This is an optimization exercise on Yosys and OpenROAD, whose aim is small area, a short achievable clock period and few clock cycles per item, not a production implementation. No functional check of the RTL was part of any run shown here.

==> flow/design.v (outline; a module is shown in full before it is edited, if it fits) <==
// module lut_eval: 302 lines
// module lut_interp: 99 lines
// module lut_coef_rom: 140 lines
// module lut_master: 63 lines
module lut_master #(parameter data_width = 16) (
		input wire clk,
		input wire reset,
		input wire req,
		input wire [8 - 1 : 0] lut_handle,
		input wire [data_width - 1 : 0] req_arg,
		output wire [data_width - 1 : 0] data_out,
		output reg valid,
		output reg invalid_request
	);
  // ...
==> flow/run.sh <==
#!/bin/bash
# synth_recipe.tcl (not shown) runs the flow's synth.tcl, then flattens the netlist and writes it again
# the make line also repeats each setting of config.mk as NAME=value (left out here)
make -C /OpenROAD-flow-scripts/flow DESIGN_CONFIG=/design/flow/config.mk WORK_HOME=/design/flow/orfs CLKGATE_MAP_FILE= SYNTH_SCRIPT=/design/flow/synth_recipe.tcl finish
==> flow/config.mk <==
export PLATFORM = sky130hd
export DESIGN_NAME = lut_master
export DESIGN_NICKNAME = lut_master
export VERILOG_FILES = /design/flow/design.v
export SDC_FILE = /design/flow/constraint.sdc
export NUM_CORES = 4
export LEC_CHECK = 0
export ABC_AREA = 1
export CAP_MARGIN = 20
export CORE_MARGIN = 2
export CORE_UTILIZATION = 45
export PLACE_DENSITY = 0.6
export SLEW_MARGIN = 20
export SYNTH_MEMORY_MAX_BITS = 70000
==> flow/constraint.sdc <==
create_clock -name core_clock -period 8.0 [get_ports {clk}]
set_input_delay 1.6000 -clock core_clock [delete_from_list [all_inputs] [get_ports {clk}]]
set_output_delay 1.6000 -clock core_clock [all_outputs]
set_load 0.01 [all_outputs]
==> key figures, run 1 <==
Outcome
  – Status: complete, no violations

Layout
  – Buffers, non-clock: 356
  – Antenna cells: 0
  – Num sequential: 45

Global route
  – Initial antenna violation count: 0
  – First-pass GRT wire length: 93.4 mm
  – M1 GR Usage: 49.0%

STA
  – Worst hold slack: 0.481 ns
  – Fin Clk Skew: 0.000107 ns

CTS
  – Setup Buffers After CTS: 0

Worst setup path
  – Crit. End Element: register
  – WP data required: 8.19 ns
  – Slowest CP cell: fa_1

Placement
  – Final Wtd Congestion: 1.19
  – Placed cells: 2469

Route
  – Drt drc: 0
  – DR WL/cell: 25.5 um

Yosys
  – Synth Net Count: 2101
  – Largest family of logic cells by synthesized area: adder cells
  – Seq cells post-synth: 45
  – XOR/XNOR Fraction of Synth Area: 6.56%
  – Most common cell in the synthesized netlist: nand2_1
  – Fraction of the yosys area taken by sequential cells: 7.26%
==> run 2, diff against run 1 <==
==> flow/flow/run.sh (new file) <==
#!/bin/bash
# Standard layout, with the input and output ports buffered by buf_4 cells
# instead of the delay buffers buffer_ports picks by default.
set -euo pipefail
bash standard.sh "BUFFER_PORTS_ARGS=-buffer_cell sky130_fd_sc_hd__buf_4" finish > make_finish.log 2>&1
==> flow/standard.sh (new file) <==
#!/bin/bash
# synth_recipe.tcl (not shown) runs the flow's synth.tcl, then flattens the netlist and writes it again
# the make line also repeats each setting of config.mk as NAME=value (left out here)
make -C /OpenROAD-flow-scripts/flow DESIGN_CONFIG=/design/flow/config.mk WORK_HOME=/design/flow/orfs CLKGATE_MAP_FILE= SYNTH_SCRIPT=/design/flow/synth_recipe.tcl "${@:-finish}"
removed: flow/run.sh
==> run 2 against run 1 <==
  * Sequential share of layout area increased by 0.59 points
  * Critical endpoint is now y_r[5]
  * Via count decreased by 4.7%
  * Non-clock buffer count is 147 lower
  * Final area fell by 9.3%
  * Final cell count down 5.9%
  * Largest cell class unchanged
  * Global-route usage down 1.5 points
  * Highest routed layer is now met5
  * Still clean
  * Sequential cell count is the same
==> key figures, run 2 <==
Yosys
  – Synth top area share: 19.0%
  – Most common cell in the synthesized netlist: nand2_1
  – Synth Net Count: 2101 (unchanged)
  – Leading area contributor after synthesis: fa_1
  – Seq cells post-synth: 45 (unchanged)
  – Commonest cells post-synth: 420 x nand2_1, 240 x inv_1, 152 x nor2_1
  – Fraction of the yosys area taken by sequential cells: 7.26% (unchanged)
  – Post-synth ARST share: 0%
  – Cell area after synthesis: 12400 um^2
  – Synth top area cells: fa_1 19%, nand2_1 13%, ha_1 11%, dfxtp_1 7.3%, inv_1 7.3%
  – Mean area per synthesized cell: 6.72 um^2
  – Most common flop cell mapped by yosys: dfxtp_1
  – Yosys cell types: 61
  – Ys Warns: 3
  – Number of flops mapped to enable cells by yosys: 0
  – Gate Count Post-Synth: 1847

Global route
  – Largest net degree at the start of global routing: 74
  – GR Util All Layers: 42.6%
  – Busiest grt layer: met2
  – Routing usage on met3: 7.86%
  – Number of global-route vias before repair: 14100
  – M2 GR Usage: 69.5%
  – Gr ovfl total: 0
  – M1 GR Usage: 49.4% (+0.37 points)
  – Initial antenna violation count: 3 (+3)
  – First-pass GRT wire length: 89.2 mm (-4.5%)

Floorplanning
  – IO Pins: 45
  – Die Ht: 170 um
  – DIE AREA: 28900 um^2
  – Die Wd: 170 um
  – Core Area: 27000 um^2
  – Initial Util: 45.9%
  – Core Rows: 60

Worst setup path
  – R2r setup slk: 7.36 ns
  – Crit. End Element: register
  – CP max stage delay: 0.51 ns
  – R2R cell count: 3
  – Crit Path Max Fanout: 10
  – Reg2reg end: valid
  – CP startpoint kind: input port
  – Arrival time at the worst endpoint: 7.98 ns
  – Worst flop-to-flop path startpoint: invalid_request
  – Critical path class: input port to register
  – Slowest CP cell: fa_1
  – WP data required: 8.18 ns (about the same)

Min path
  – Worst Hold Path EP: invalid_request
  – Min-delay src: invalid_request
  – Worst min-delay path class: register to register
  – Min-Delay Path Depth: 2

Route
  – Final Routed Wirelength: 60.9 mm
  – Drt drc: 0 (unchanged)
  – Drt via density: 6.07
  – DR iter-0 viols: 1790
  – Drt pass-1 iters: 8
  – DR WL/cell: 26.0 um (+1.8%)
  – Vias: 14200
  – Final ANT Viol Nets: 0

Placement
  – Final Wtd Congestion: 1.19 (-0.33%)
  – Post-DP HPWL: 49.7 mm
  – Post-Place Setup Slack: -0.000956 ns
  – Number of port buffers: 44

CTS
  – Clk sink count: 45
  – H-tree Lvls: 2
  – CTS tree: done
  – Clock-pin slew on the worst setup and hold paths: 0.06 ns
  – Clock Latency Late Sink: 0.29 ns
  – CTS Buf Count: 5
  – Clock root buffer: clkbuf_16
  – Setup Buffers After CTS: 0 (unchanged)
  – Max Buffers Root-to-Sink: 2

STA
  – Endpoints failing hold: 0
  – Max frequency: 128 MHz
  – Final worst path period need: 7.80 ns
  – Fin Clk Skew: 0.0000447 ns (-0.0000619 ns)
  – Final Cycle Share: 97.5%
  – Worst slew margin: 13.5%
  – Slew Limit Fails: 0
  – Setup violations, final: 0
  – Setup ws final: 0.203 ns
  – Pin slew with the least headroom to its limit: 1.30 ns

Layout
  – Commonest non-fill, non-tap cell in the layout: nand2_1
  – Multi-input gate area: 10100 um^2
  – Core Util, Final: 52.9%
  – Fin nets: 2253
  – Largest registers: delta_r x15, y_r x15, lo_r x7
  – Syn-to-layout area delta: 15.1%
  – Most frequent cells in the layout: 417 x nand2_1, 240 x inv_1, 200 x buf_4
  – Share of cells above drive strength 1: 15.3%
  – Fill count: 2651
  – FF/Latch Area: 901 um^2

Flow run
  – MaxCap Viol Count: 0

Outcome
  – Status: complete, no violations
run 2: cell counts after synthesis:
No cell type changed its count.
run 2: worst max-delay path by stage:
| stage | from | endpoint | slack (ns) | depth (start not counted) |
|---|---|---|---|---|
| 6_report | lut_handle[0] | y_r[5] | 0.20 | 27 |
| 5_1_grt | lut_handle[0] | y_r[9] | -0.005 | 32 |
| 4_1_cts | lut_handle[0] | y_r[5] | 0.26 | 28 |
| 3_5_place_dp | lut_handle[0] | y_r[5] | -0.001 | 28 |
| 3_3_place_gp | lut_handle[0] | y_r[5] | -0.007 | 25 |
| 2_1_floorplan | req_arg[13] | y_r[8] | 0.53 | 31 |
run 2: metal layers:
layer	part of all wire, %	up-vias
met1	36	6705
met4	9.9	4
met5	0.046	-
li1	-	6304
met3	9.4	283
met2	45	925
run 2: worst max-delay path, delay by kind of cell:
family	cells	cell delay (ns)
AO/OA/AOI/OAI	3	0.63
adder cells (fa/ha/maj)	7	2.69
AND/OR/NAND/NOR	11	2.10
buffers and inverters	5	0.66
XOR/XNOR	1	0.31
run 2: area by class of cell:
cell class	instances	share of cell area, %
clock inverter	3	0.175
sequential	45	6.31
timing repair buffer	209	11.8
multi-input combinational	1471	70.9
clock buffer	5	0.876
inverter	267	7.02
tap	341	2.99
antenna	1	0.0175
run 2: cells by family after synthesis:
family | count (synthesis) | share of synthesized area, %
AO/OA/AOI/OAI | 356 | 16.9
buffers and inverters | 331 | 11.5
XOR/XNOR | 90 | 6.56
adder cells (fa/ha/maj) | 227 | 30.0
AND/OR/NAND/NOR | 798 | 27.8
flip-flops | 45 | 7.26
run 2: per-stage QoR:
stage / cells / area, um^2 / hold slack [ns] / TNS, ns
after floorplan: 1847 / 12400 / 0.488 / 0
after global placement: 2334 / 14100 / 0.461 / -0.00697
after detailed placement: 2334 / 14100 / 0.468 / -0.000956
after CTS: 2342 / 14300 / 0.478 / 0
after global routing: 2342 / 14300 / 0.520 / -0.00538
final: 2342 / 14300 / 0.481 / 0
run 2: repair_timing:
| item | CTS | global route |
|---|---|---|
| endpoints found under the setup margin | 0 | 8 |
| hold endpoints to repair | 0 | 0 |
| gates resized for setup | 0 | 6 |
| hold buffers | 0 | 0 |

afterwards: timing with drivers on the ports:
The flow's constraints put no driver on any port. The routed layouts listed below were extracted and timed again, unchanged, in two steps. Step 1: set_driving_cell puts a clkbuf_16 on clk and a buf_2 on each other input, an assumption about the parent block. Step 2 times the ports against the registers' clock, not the clock port: input delays grow and output delays shrink by t, the midpoint of the rising clock arrivals with the driver on. Three values: ideal ports, drivers, drivers and shift; two values: the first two.
| run | t (ns) | setup slack, ns | worst register clock-pin slew, ns | pins driven straight from the clock port |
|---|---|---|---|---|
| run 1 | 0.331 | 0.189 / 0.206 / -0.125 | 0.07 / 0.07 | 1 |
| run 2 | 0.339 | 0.203 / 0.223 / -0.116 | 0.07 / 0.07 | 1 |
Met with ideal ports but missed after step 2: setup timing in run 1 and run 2. The setup slack of run 2, which loses most, moves by +0.020 ns with the drivers and by -0.319 ns with both steps.
